This design comes from an exercise in tuning for small area, a short achievable clock period and few clock cycles per item on the open sky130 flow, not from production work. Only simulation tests tie the RTL to the original design; equivalence was not proved. Power and IR drop assume default switching activity.

==> flow/design.v (excerpt) <==
module mat_mul #
    (
        parameter integer DIM_LOG = 2,
        parameter integer DIM = 2**DIM_LOG,
        parameter integer SIZE = DIM*DIM,
        parameter integer SIZE_LOG = 2*DIM_LOG,
        parameter integer DATA_WIDTH = 32
    )
    (
        input wire  s00_axi_aclk,
        input wire  s00_axi_aresetn,
        output wire  s00_axis_tready,
        input wire [DATA_WIDTH-1 : 0] s00_axis_tdata,
        input wire  s00_axis_tlast,
        input wire  s00_axis_tvalid,
        output wire  m00_axis_tvalid,
        output wire [DATA_WIDTH-1 : 0] m00_axis_tdata,
        output wire [(DATA_WIDTH/8)-1 : 0] m00_axis_tstrb,
        output wire  m00_axis_tlast,
        input wire  m00_axis_tready,
        input wire sel,
        input wire start
    );
Settings: LEC_CHECK=0, CAP_MARGIN=20, CORE_MARGIN=2, CORE_UTILIZATION=40, CTS_BUF_LIST=sky130_fd_sc_hd__clkbuf_16, CTS_CLUSTER_DIAMETER=60, CTS_CLUSTER_SIZE=16, PLACE_DENSITY=0.6, SLEW_MARGIN=20; clock period 10.0 ns.
standard.sh (not shown) runs the stock make flow with config.mk's settings and CLKGATE_MAP_FILE= SYNTH_SCRIPT=/design/flow/synth_recipe.tcl, a recipe that flattens the netlist after the stock synthesis.
==> flow/flow/run.sh <==
#!/bin/bash
# Standard layout (the standard.sh, unchanged synthesis) with timing repair
# aimed below the 10 ns clock: repair_timing works until the setup slack
# reaches SETUP_SLACK_MARGIN, so the layout gets faster than the clock asks.
set -euo pipefail
export SETUP_SLACK_MARGIN=6.3
bash standard.sh > standard_make.log 2>&1
The baseline ran to the end with no violations.
Testbench counts at the start, summed over its fixed seeds: cycles 6,512, jobs 192.
==> next run, changes <==
--- a/flow/flow/run.sh
+++ b/flow/flow/run.sh
@@ -5,3 +5,3 @@
 set -euo pipefail
-export SETUP_SLACK_MARGIN=6.3
+export SETUP_SLACK_MARGIN=6.6
 bash standard.sh > standard_make.log 2>&1
- CTS_BUF_LIST: sky130_fd_sc_hd__clkbuf_16 -> sky130_fd_sc_hd__clkbuf_8
- CTS_CLUSTER_DIAMETER: 60 -> default
- CTS_CLUSTER_SIZE: 16 -> default
Outcome: The changed run passed the timing, DRC and antenna checks; power is higher by a few percent; first-iteration DRC count is higher by a little under a tenth; cell count is higher by a few percent; core utilization is higher by 1.4 points.
==> next run, changes <==
--- a/flow/flow/run.sh
+++ b/flow/flow/run.sh
@@ -5,3 +5,3 @@
 set -euo pipefail
-export SETUP_SLACK_MARGIN=6.6
+export SETUP_SLACK_MARGIN=6.4
 bash standard.sh > standard_make.log 2>&1
- CTS_BUF_LIST: sky130_fd_sc_hd__clkbuf_8 -> sky130_fd_sc_hd__clkbuf_16
- CTS_CLUSTER_DIAMETER: default -> 70
- CTS_CLUSTER_SIZE: default -> 22
After rerunning:
- clock power fell by 15%
- clock skew fell by 0.048 ns
- setup slack improved by 0.29 ns
- worst hold slack improved by 0.0058 ns
- global-route usage fell by 0.97 points
==> next run, changes <==
- CORE_UTILIZATION: 40 -> 50
- PLACE_DENSITY: 0.6 -> 0.65
Result:
- The changed run completed with no timing, DRC or antenna violations
- count of clock-buffer cells in the layout falls by 6
- routed wire length falls by a few percent
- fmax rises slightly
- sequential cell count does not change
- design area falls slightly
- via count stays flat
- critical path depth rises by 6
- die area falls by about a fifth
==> next run, changes <==
--- a/flow/flow/run.sh
+++ b/flow/flow/run.sh
@@ -5,3 +5,3 @@
 set -euo pipefail
-export SETUP_SLACK_MARGIN=6.4
+export SETUP_SLACK_MARGIN=6.3
 bash standard.sh > standard_make.log 2>&1
- CORE_UTILIZATION: 50 -> 40
- CTS_BUF_LIST: sky130_fd_sc_hd__clkbuf_16 -> sky130_fd_sc_hd__clkbuf_8
- CTS_CLUSTER_DIAMETER: 70 -> default
- CTS_CLUSTER_SIZE: 22 -> default
- PLACE_DENSITY: 0.65 -> 0.6
After rerunning:
- The changed run completed with no timing, DRC or antenna violations
- power is higher by a few percent
- routed wire length goes up by a few percent
- flip-flop and latch count stays the same
- final area grows slightly
- die area climbs by a quarter to a third
==> next run, changes <==
--- a/flow/flow/run.sh
+++ b/flow/flow/run.sh
@@ -5,3 +5,3 @@
 set -euo pipefail
-export SETUP_SLACK_MARGIN=6.3
+export SETUP_SLACK_MARGIN=6.6
 bash standard.sh > standard_make.log 2>&1
- CORE_UTILIZATION: 40 -> 50
- CTS_BUF_LIST: sky130_fd_sc_hd__clkbuf_8 -> sky130_fd_sc_hd__clkbuf_16
- CTS_CLUSTER_DIAMETER: default -> 70
- CTS_CLUSTER_SIZE: default -> 22
- PLACE_DENSITY: 0.6 -> 0.65
=> Global-route usage went up by 5.3 points. Power went down by 1.9%. Via count is higher by 0.46%. Worst setup slack improves by 0.31 ns. Worst hold slack gains 0.017 ns. Count of clock-buffer cells in the layout came out lower by 248. Clock skew goes down by 0.081 ns. Critical path depth increases by 7. Routed wire length climbs by 1.5%.

-- port drivers added, routing unchanged --
The results above use ideal ports. As a check the final layouts listed here were re-extracted and re-timed, cells and wires unchanged.
Step 1 assumes that a clkbuf_16 drives the clock port and a buf_2 every other input.
Step 2 also shifts input and output timing later by t, the mid clock arrival at the registers, as if the neighbouring blocks saw the same clock.
a / b / c = ideal ports / drivers / drivers and shift; a / b = the first two.
run | shift t [ns] | setup slack, ns | worst slew at a driven data input, ns
the first run | 0.952 | 6.354 / 6.263 / 5.966 | 0.05
the second run | 1.111 | 6.097 / 6.008 / 6.010 | 0.04
the third run | 0.930 | 6.385 / 6.279 / 5.910 | 0.03
the fourth run | 0.918 | 6.411 / 6.341 / 6.008 | 0.05
the fifth run | 1.114 | 6.186 / 6.101 / 5.937 | 0.05
the sixth run | 0.921 | 6.501 / 6.496 / 6.087 | 0.04
After both steps every run listed still meets setup and hold. For the third run, which loses most, drivers alone change the setup slack by -0.106 ns; drivers and shift together by -0.475 ns.
